Context: an optimization exercise on an open-source flow, tuned for small area. The choices shown serve that exercise and are no tape-out recipe.
Where RTL was checked, it was by simulation tests only, not by an equivalence proof against the original.

==> flow/design.v (excerpt) <==
module router_5p
(input clk,rst,
 input [1:0] X_address , Y_address,
 input [7:0]Data_in_L, Data_in_N, Data_in_S, Data_in_E, Data_in_W,
 output [7:0]Data_out_L, Data_out_N, Data_out_S, Data_out_E, Data_out_W,
 input val_in_L, val_in_N, val_in_S, val_in_E, val_in_W,
 output ret_in_L, ret_in_N, ret_in_S, ret_in_E, ret_in_W,
 input ret_out_L, ret_out_N, ret_out_S, ret_out_E, ret_out_W,
 output val_out_L, val_out_N, val_out_S, val_out_E, val_out_W
    );
wire [7:0] In_L, In_N, In_E, In_S, In_W;
wire [4:0] v, grant;    
FIFO_Buffer INPUT_L(.clk(clk), .rst(rst), .Data_in(Data_in_L), .val(val_in_L), .grant(grant[0]), .ret(ret_in_L), .head(In_L), .v(v[0]));
FIFO_Buffer INPUT_N(.clk(clk), .rst(rst), .Data_in(Data_in_N), .val(val_in_N), .grant(grant[1]), .ret(ret_in_N), .head(In_N), .v(v[1]));
FIFO_Buffer INPUT_E(.clk(clk), .rst(rst), .Data_in(Data_in_E), .val(val_in_E), .grant(grant[2]), .ret(ret_in_E), .head(In_E), .v(v[2]));
FIFO_Buffer INPUT_S(.clk(clk), .rst(rst), .Data_in(Data_in_S), .val(val_in_S), .grant(grant[3]), .ret(ret_in_S), .head(In_S), .v(v[3]));
FIFO_Buffer INPUT_W(.clk(clk), .rst(rst), .Data_in(Data_in_W), .val(val_in_W), .grant(grant[4]), .ret(ret_in_W), .head(In_W), .v(v[4]));
switch SW(.clk(clk), .rst(rst), .X_cur(X_address), .Y_cur(Y_address),
	.In_L(In_L), .In_N(In_N), .In_E(In_E), .In_S(In_S), .In_W(In_W),
	.v(v), .full({ret_out_W, ret_out_S, ret_out_E, ret_out_N, ret_out_L}), .grant(grant),
	.Out_L(Data_out_L), .Out_N(Data_out_N), .Out_E(Data_out_E), .Out_S(Data_out_S), .Out_W(Data_out_W));
assign val_out_L = ~ret_out_L & (|Data_out_L);
assign val_out_N = ~ret_out_N & (|Data_out_N);
assign val_out_E = ~ret_out_E & (|Data_out_E);
assign val_out_S = ~ret_out_S & (|Data_out_S);
assign val_out_W = ~ret_out_W & (|Data_out_W);
endmodule
Size: roughly 930 cells after synthesis, ~220 flip-flops, roughly 110 I/O pins, about 0.011 mm² of cells after synthesis.
clock: 5.0 ns
lec_check: 0
cap_margin: 20
core_margin: 2
core_utilization: 65
place_density: 0.75
slew_margin: 20
standard.sh (not shown) runs the stock make flow with config.mk's settings and CLKGATE_MAP_FILE= SYNTH_SCRIPT=/design/flow/synth_recipe.tcl, a recipe that flattens the netlist after the stock synthesis.
==> flow/flow/run.sh <==
#!/bin/bash
# Standard layout, except that the port buffers use the smallest buffer cell.
set -euo pipefail
export BUFFER_PORTS_ARGS="-buffer_cell sky130_fd_sc_hd__buf_1"
bash standard.sh > standard_flow.log 2>&1
Change:
==> flow/flow/run.sh (replaced) <==
#!/bin/bash
# Standard layout (standard.sh) with two changes:
#  - ABC maps the logic for area: flow/abc_map.script replaces ORFS's abc_speed.script
#    in a copy of ORFS's scripts folder; the rest of the synthesis is unchanged.
#  - the port buffers use the smallest buffer cell.
set -euo pipefail
rm -rf myscripts
cp -r "$FLOW_HOME/scripts" myscripts
cp flow/abc_map.script myscripts/abc_speed.script
export SCRIPTS_DIR="$PWD/myscripts"
export BUFFER_PORTS_ARGS="-buffer_cell sky130_fd_sc_hd__buf_1"
bash standard.sh > standard_flow.log 2>&1
==> flow/flow/abc_map.script (new file) <==
strash
dch
map -a
topo
stime -c
Settings changed: CORE_UTILIZATION 65 to 40, CTS_CLUSTER_DIAMETER set to 100, CTS_CLUSTER_SIZE set to 25, PLACE_DENSITY 0.75 to 0.6.
Outcome: Count of clock-buffer cells in the layout came out lower by 8. Register-to-register slack improves by 0.45 ns. Cell area fell by 7.3%. Setup slack is worse by 0.061 ns. Sequential share of layout area rises by 3.9 points. Global-route usage decreases by 19 points. Routed wire length falls by about 22%. Via count shrinks by about 12%. Critical path depth is higher by 3.
Change:
==> flow/flow/abc_map.script (replaced) <==
strash
&get -n
&st
&synch2
&dch -f
&put
amap
topo
Settings changed: GPL_TIMING_DRIVEN set to 0.
Outcome: Routed wire length falls by 4.0%; die area decreases by 1.6%; count of clock-buffer cells in the layout stays the same; global-route usage falls by 0.69 points.

* * *

The RTL this note starts from:
==> flow/design.v <==
module FIFO_Buffer
(input clk, rst,
 input [7:0] Data_in,
 input val, grant,
 output ret,
 output [7:0] head,    
 output v              
 );
reg [7:0] m0, m1, m2, m3;
reg [1:0] p_reg;       
reg       r_reg;       
reg [1:0] wr;
reg       full, nempty, v_reg;
wire [1:0] p_inc  = {p_reg[0], ~p_reg[1]};
wire [1:0] rd     = r_reg ? p_inc : p_reg;
wire [1:0] rd_inc = {rd[0], ~rd[1]};
wire [1:0] wr_inc = {wr[0], ~wr[1]};
wire write = val & ~full;
wire read  = nempty & grant;
always @(posedge clk)
	if (write)
		case (wr)
			2'b00: m0 <= Data_in;
			2'b01: m1 <= Data_in;
			2'b11: m2 <= Data_in;
			default: m3 <= Data_in;
		endcase
always @(posedge clk, posedge rst)
	if (rst) begin
		p_reg <= 2'b00; r_reg <= 1'b0; wr <= 2'b00;
		full <= 1'b0; nempty <= 1'b0; v_reg <= 1'b0;
	end else begin
		p_reg <= rd;
		r_reg <= read;
		v_reg <= nempty;
		if (write) wr <= wr_inc;
		if (read & ~write) begin
			full <= 1'b0;
			nempty <= (rd_inc != wr);
		end
		if (write & ~read) begin
			nempty <= 1'b1;
			full <= (wr_inc == rd);
		end
	end
assign head = (p_reg == 2'b00) ? m0 : (p_reg == 2'b01) ? m1 : (p_reg == 2'b11) ? m2 : m3;
assign v = v_reg;
assign ret = full;
endmodule
module block_input
(input [1:0] X_cur, Y_cur,
 input [3:0] addr,
 output [4:0] req
 );
wire [1:0] xd = addr[1:0];
wire [1:0] yd = addr[3:2];
wire xe = (xd == X_cur);
assign req[0] = xe & (yd == Y_cur);
assign req[1] = (xd > X_cur);
assign req[2] = (xd < X_cur);
assign req[3] = xe & (yd > Y_cur);
assign req[4] = xe & (yd < Y_cur);
endmodule
module switch
(input clk, rst,
 input [1:0] X_cur, Y_cur,
 input [7:0] In_L, In_N, In_E, In_S, In_W,
 input [4:0] v,                  
 input [4:0] full,               
 output [4:0] grant,
 output [7:0] Out_L, Out_N, Out_E, Out_S, Out_W
 );
reg [2:0] count;
reg [2:0] sel [0:4];             
reg [4:0] gnt;
function [4:0] dec;              
	input [2:0] c;
	dec = {c[2] & ~c[1], c[1] & ~c[0], c[2] & c[0], ~c[2] & c[1], ~c[1] & c[0]};
endfunction
wire [7:0] In [0:4];
assign In[0] = In_L; assign In[1] = In_N; assign In[2] = In_E; assign In[3] = In_S; assign In[4] = In_W;
wire [4:0] cp = dec(count);
wire [3:0] addr = ({4{cp[0]}} & In_L[3:0]) | ({4{cp[1]}} & In_N[3:0]) | ({4{cp[2]}} & In_E[3:0]) |
                  ({4{cp[3]}} & In_S[3:0]) | ({4{cp[4]}} & In_W[3:0]);
wire rv = |(cp & v);
wire [4:0] rq;                   
block_input RT(.X_cur(X_cur), .Y_cur(Y_cur), .addr(addr), .req(rq));
wire [4:0] hit = {5{rv}} & {rq[2], rq[4], rq[1], rq[3], rq[0]};
wire [4:0] ds [0:4];             
wire [4:0] dsT [0:4];            
genvar o, p;
generate
	for (o = 0; o < 5; o = o + 1) begin : g_dec
		assign ds[o] = dec(sel[o]);
		for (p = 0; p < 5; p = p + 1) begin : g_p
			assign dsT[p][o] = ds[o][p];
		end
	end
endgenerate
wire [4:0] keep = ~full & ~hit;
wire       hnew = |(hit & ~full);
wire [4:0] gnt_n;
generate
	for (p = 0; p < 5; p = p + 1) begin : g_gnt
		assign gnt_n[p] = rv & ((cp[p] & hnew) | (|(keep & dsT[p])));
	end
endgenerate
always @(posedge clk, posedge rst)
	if (rst) begin
		count <= 3'b001;
		gnt <= 0;
		sel[0] <= 0; sel[1] <= 0; sel[2] <= 0; sel[3] <= 0; sel[4] <= 0;
	end else begin
		count <= {count[1:0], ~(count[2] & count[1])};
		gnt <= gnt_n;
		sel[0] <= hit[0] ? count : {3{rv}} & sel[0];
		sel[1] <= hit[1] ? count : {3{rv}} & sel[1];
		sel[2] <= hit[2] ? count : {3{rv}} & sel[2];
		sel[3] <= hit[3] ? count : {3{rv}} & sel[3];
		sel[4] <= hit[4] ? count : {3{rv}} & sel[4];
	end
assign grant = gnt;
wire [7:0] Out [0:4];
generate
	for (o = 0; o < 5; o = o + 1) begin : g_out
		wire [4:0] e = ds[o] & v;
		assign Out[o] = ({8{e[0]}} & In[0]) | ({8{e[1]}} & In[1]) | ({8{e[2]}} & In[2]) |
		                ({8{e[3]}} & In[3]) | ({8{e[4]}} & In[4]);
	end
endgenerate
assign Out_L = Out[0]; assign Out_N = Out[1]; assign Out_E = Out[2]; assign Out_S = Out[3]; assign Out_W = Out[4];
endmodule
module router_5p
(input clk,rst,
 input [1:0] X_address , Y_address,
 input [7:0]Data_in_L, Data_in_N, Data_in_S, Data_in_E, Data_in_W,
 output [7:0]Data_out_L, Data_out_N, Data_out_S, Data_out_E, Data_out_W,
 input val_in_L, val_in_N, val_in_S, val_in_E, val_in_W,
 output ret_in_L, ret_in_N, ret_in_S, ret_in_E, ret_in_W,
 input ret_out_L, ret_out_N, ret_out_S, ret_out_E, ret_out_W,
 output val_out_L, val_out_N, val_out_S, val_out_E, val_out_W
    );
wire [7:0] In_L, In_N, In_E, In_S, In_W;
wire [4:0] v, grant;    
FIFO_Buffer INPUT_L(.clk(clk), .rst(rst), .Data_in(Data_in_L), .val(val_in_L), .grant(grant[0]), .ret(ret_in_L), .head(In_L), .v(v[0]));
FIFO_Buffer INPUT_N(.clk(clk), .rst(rst), .Data_in(Data_in_N), .val(val_in_N), .grant(grant[1]), .ret(ret_in_N), .head(In_N), .v(v[1]));
FIFO_Buffer INPUT_E(.clk(clk), .rst(rst), .Data_in(Data_in_E), .val(val_in_E), .grant(grant[2]), .ret(ret_in_E), .head(In_E), .v(v[2]));
FIFO_Buffer INPUT_S(.clk(clk), .rst(rst), .Data_in(Data_in_S), .val(val_in_S), .grant(grant[3]), .ret(ret_in_S), .head(In_S), .v(v[3]));
FIFO_Buffer INPUT_W(.clk(clk), .rst(rst), .Data_in(Data_in_W), .val(val_in_W), .grant(grant[4]), .ret(ret_in_W), .head(In_W), .v(v[4]));
switch SW(.clk(clk), .rst(rst), .X_cur(X_address), .Y_cur(Y_address),
	.In_L(In_L), .In_N(In_N), .In_E(In_E), .In_S(In_S), .In_W(In_W),
	.v(v), .full({ret_out_W, ret_out_S, ret_out_E, ret_out_N, ret_out_L}), .grant(grant),
	.Out_L(Data_out_L), .Out_N(Data_out_N), .Out_E(Data_out_E), .Out_S(Data_out_S), .Out_W(Data_out_W));
assign val_out_L = ~ret_out_L & (|Data_out_L);
assign val_out_N = ~ret_out_N & (|Data_out_N);
assign val_out_E = ~ret_out_E & (|Data_out_E);
assign val_out_S = ~ret_out_S & (|Data_out_S);
assign val_out_W = ~ret_out_W & (|Data_out_W);
endmodule
clock: 5.0 ns
lec_check: 0
cap_margin: 20
core_margin: 2
core_utilization: 40
cts_buf_list: sky130_fd_sc_hd__clkbuf_4
place_density: 0.6
slew_margin: 20
run.sh (not shown) runs the stock make flow with config.mk's settings and CLKGATE_MAP_FILE= SYNTH_SCRIPT=/design/flow/synth_recipe.tcl, a recipe that flattens the netlist after the stock synthesis.
Stock flow here: none of the scripts above is used.
Next try:
- CTS_BUF_LIST: sky130_fd_sc_hd__clkbuf_4 -> sky130_fd_sc_hd__clkbuf_8
- CTS_CLUSTER_SIZE: not set -> 20
- non-clock buffer count stays the same
- routed wire length is about the same
- via count is lower by 1.2%
- clock skew went down by 4.7 ps
- cell count goes down by 2.2%
- cell area climbs by 0.68%
- utilization went up by 0.33 points
- count of clock-buffer cells in the layout came out lower by 45
Next try:
==> flow/flow/run.sh (new file) <==
#!/bin/bash
# Standard layout, except that the port buffers use the smallest buffer cell.
set -euo pipefail
export BUFFER_PORTS_ARGS="-buffer_cell sky130_fd_sc_hd__buf_1"
bash standard.sh > standard_flow.log 2>&1
==> flow/standard.sh (new file) <==
#!/bin/bash
# synth_recipe.tcl (not shown) runs the flow's synth.tcl, then flattens the netlist and writes it again
# the make line also repeats each setting of config.mk as NAME=value (left out here)
make -C /OpenROAD-flow-scripts/flow DESIGN_CONFIG=/design/flow/config.mk WORK_HOME=/design/flow/orfs CLKGATE_MAP_FILE= SYNTH_SCRIPT=/design/flow/synth_recipe.tcl "${@:-finish}"
- CTS_BUF_LIST: sky130_fd_sc_hd__clkbuf_8 -> not set
- CTS_CLUSTER_SIZE: 20 -> not set
removed: flow/run.sh
Effect: The changed run went through all stages and came out clean. Via count is lower by 0.63%. First-iteration DRC count is higher by 7.4%. Worst setup slack improves by 130 ps. Flip-flop and latch count does not change.
Function was not checked in any run of this note: the RTL went through the layout flow alone.

* * *

router_5p, a different RTL version from the one above (not shown whole).
For scale: ~820 cells after synthesis, roughly 220 flip-flops, roughly 110 I/O pins, about 0.0096 mm2 of cells after synthesis.
Settings: LEC_CHECK=0, CAP_MARGIN=20, CORE_MARGIN=2, CORE_UTILIZATION=40, CTS_CLUSTER_DIAMETER=120, CTS_CLUSTER_SIZE=30, GPL_TIMING_DRIVEN=0, PLACE_DENSITY=0.6, SLEW_MARGIN=20; clock period 5.0 ns.
standard.sh (not shown) runs the stock make flow with config.mk's settings and CLKGATE_MAP_FILE= SYNTH_SCRIPT=/design/flow/synth_recipe.tcl, a recipe that flattens the netlist after the stock synthesis.
==> flow/flow/run.sh <==
#!/bin/bash
# Standard layout (standard.sh) with two changes:
#  - ABC maps the logic for area: flow/abc_map.script replaces ORFS's abc_speed.script
#    in a copy of ORFS's scripts folder; the rest of the synthesis is unchanged.
#  - the port buffers use the smallest buffer cell.
#  - adders are left to ABC (no ADDER_MAP_FILE), as the rest of the logic.
set -euo pipefail
rm -rf myscripts
cp -r "$FLOW_HOME/scripts" myscripts
cp flow/abc_map.script myscripts/abc_speed.script
export SCRIPTS_DIR="$PWD/myscripts"
export BUFFER_PORTS_ARGS="-buffer_cell sky130_fd_sc_hd__buf_1"
export ADDER_MAP_FILE=""
bash standard.sh > standard_flow.log 2>&1
==> flow/flow/abc_map.script <==
strash
&get -n
&st
&synch2
&dch -f
&put
amap
topo
==> next run, changes <==
--- a/flow/flow/run.sh
+++ b/flow/flow/run.sh
@@ -13,2 +13,3 @@
 export ADDER_MAP_FILE=""
+export CTS_ARGS="-sink_clustering_enable -repair_clock_nets -sink_clustering_size 30 -sink_clustering_max_diameter 120 -dont_use_dummy_load -root_buf sky130_fd_sc_hd__clkbuf_4"
 bash standard.sh > standard_flow.log 2>&1
Non-clock buffer count does not change.
Global-route usage hardly moves.
Flip-flop and latch count is unchanged.
Utilization fell by 0.42 points.
Cell area drops by about 0.9%.
Cell count goes down by about 0.4%.
Worst hold slack is worse by 0.098 ns.
Count of clock-buffer cells in the layout fell by 5.
Worst setup slack gets worse by 0.041 ns.
==> next run, changes <==
--- a/flow/flow/run.sh
+++ b/flow/flow/run.sh
@@ -1,3 +1,3 @@
 #!/bin/bash
-# Standard layout (standard.sh) with two changes:
+# Standard layout (standard.sh) with these changes:
 #  - ABC maps the logic for area: flow/abc_map.script replaces ORFS's abc_speed.script
@@ -6,2 +6,3 @@
 #  - adders are left to ABC (no ADDER_MAP_FILE), as the rest of the logic.
+#  - clock tree: clusters of up to 30 sinks within 120 um, a clkbuf_4 root, no dummy loads.
 set -euo pipefail
==> flow/flow/abc_map.script (replaced) <==
strash
&get -n
&st
&synch2
&dch
&put
amap
topo
Outcome: The new run finished clean; utilization goes down by 0.16 points; worst setup slack loses 0.080 ns; die area stays flat; final cell count barely changes.
==> next run, changes <==
==> flow/flow/abc_map.script (replaced) <==
strash
&get -n
&st
&synch2
&dch -f
&put
amap
topo
- The changed run produced a clean layout
- worst setup slack is better by 0.080 ns
- worst hold slack is better by 0.023 ns
- design area rose by about 0.36%
- register-to-register slack is better by 0.08 ns
- routed wire length rose by about 1.4%

[separate check: timing with driven ports]
In the flow no input, the clock included, has a driving cell. The finished layouts below were timed again as built, in two steps. Step 1: set_driving_cell puts a clkbuf_16 on clk and a buf_2 on each other input, an assumption about the parent block. Step 2 adds t to the input delays and takes it off the output delays; t is the mean of the earliest and latest rising clock arrival at the registers after step 1. Input paths then give back, and output paths get back, about the clock's delay inside the block. a / b / c = no drivers / after step 1 / after step 2; a / b = the first two.
run	t, ns	setup slack, ns	worst setup path at the end
the first run of note 1	0.550	0.267 / 0.223 / 0.619	register to register
the second run of note 1	0.520	0.206 / 0.160 / 0.680	register to output
the third run of note 1	0.524	0.439 / 0.390 / 0.531	register to register
the first run of note 2	0.732	0.107 / 0.061 / 0.793	register to output
the second run of note 2	0.589	0.204 / 0.157 / 0.746	register to output
the third run of note 2	0.580	0.334 / 0.282 / 0.825	register to register
the first run of note 3	0.506	0.284 / 0.237 / 0.743	register to output
the second run of note 3	0.611	0.243 / 0.205 / 0.816	register to output
the third run of note 3	0.647	0.163 / 0.122 / 0.769	register to output
the fourth run of note 3	0.611	0.243 / 0.205 / 0.816	register to output
After both steps every run listed still meets setup and hold.
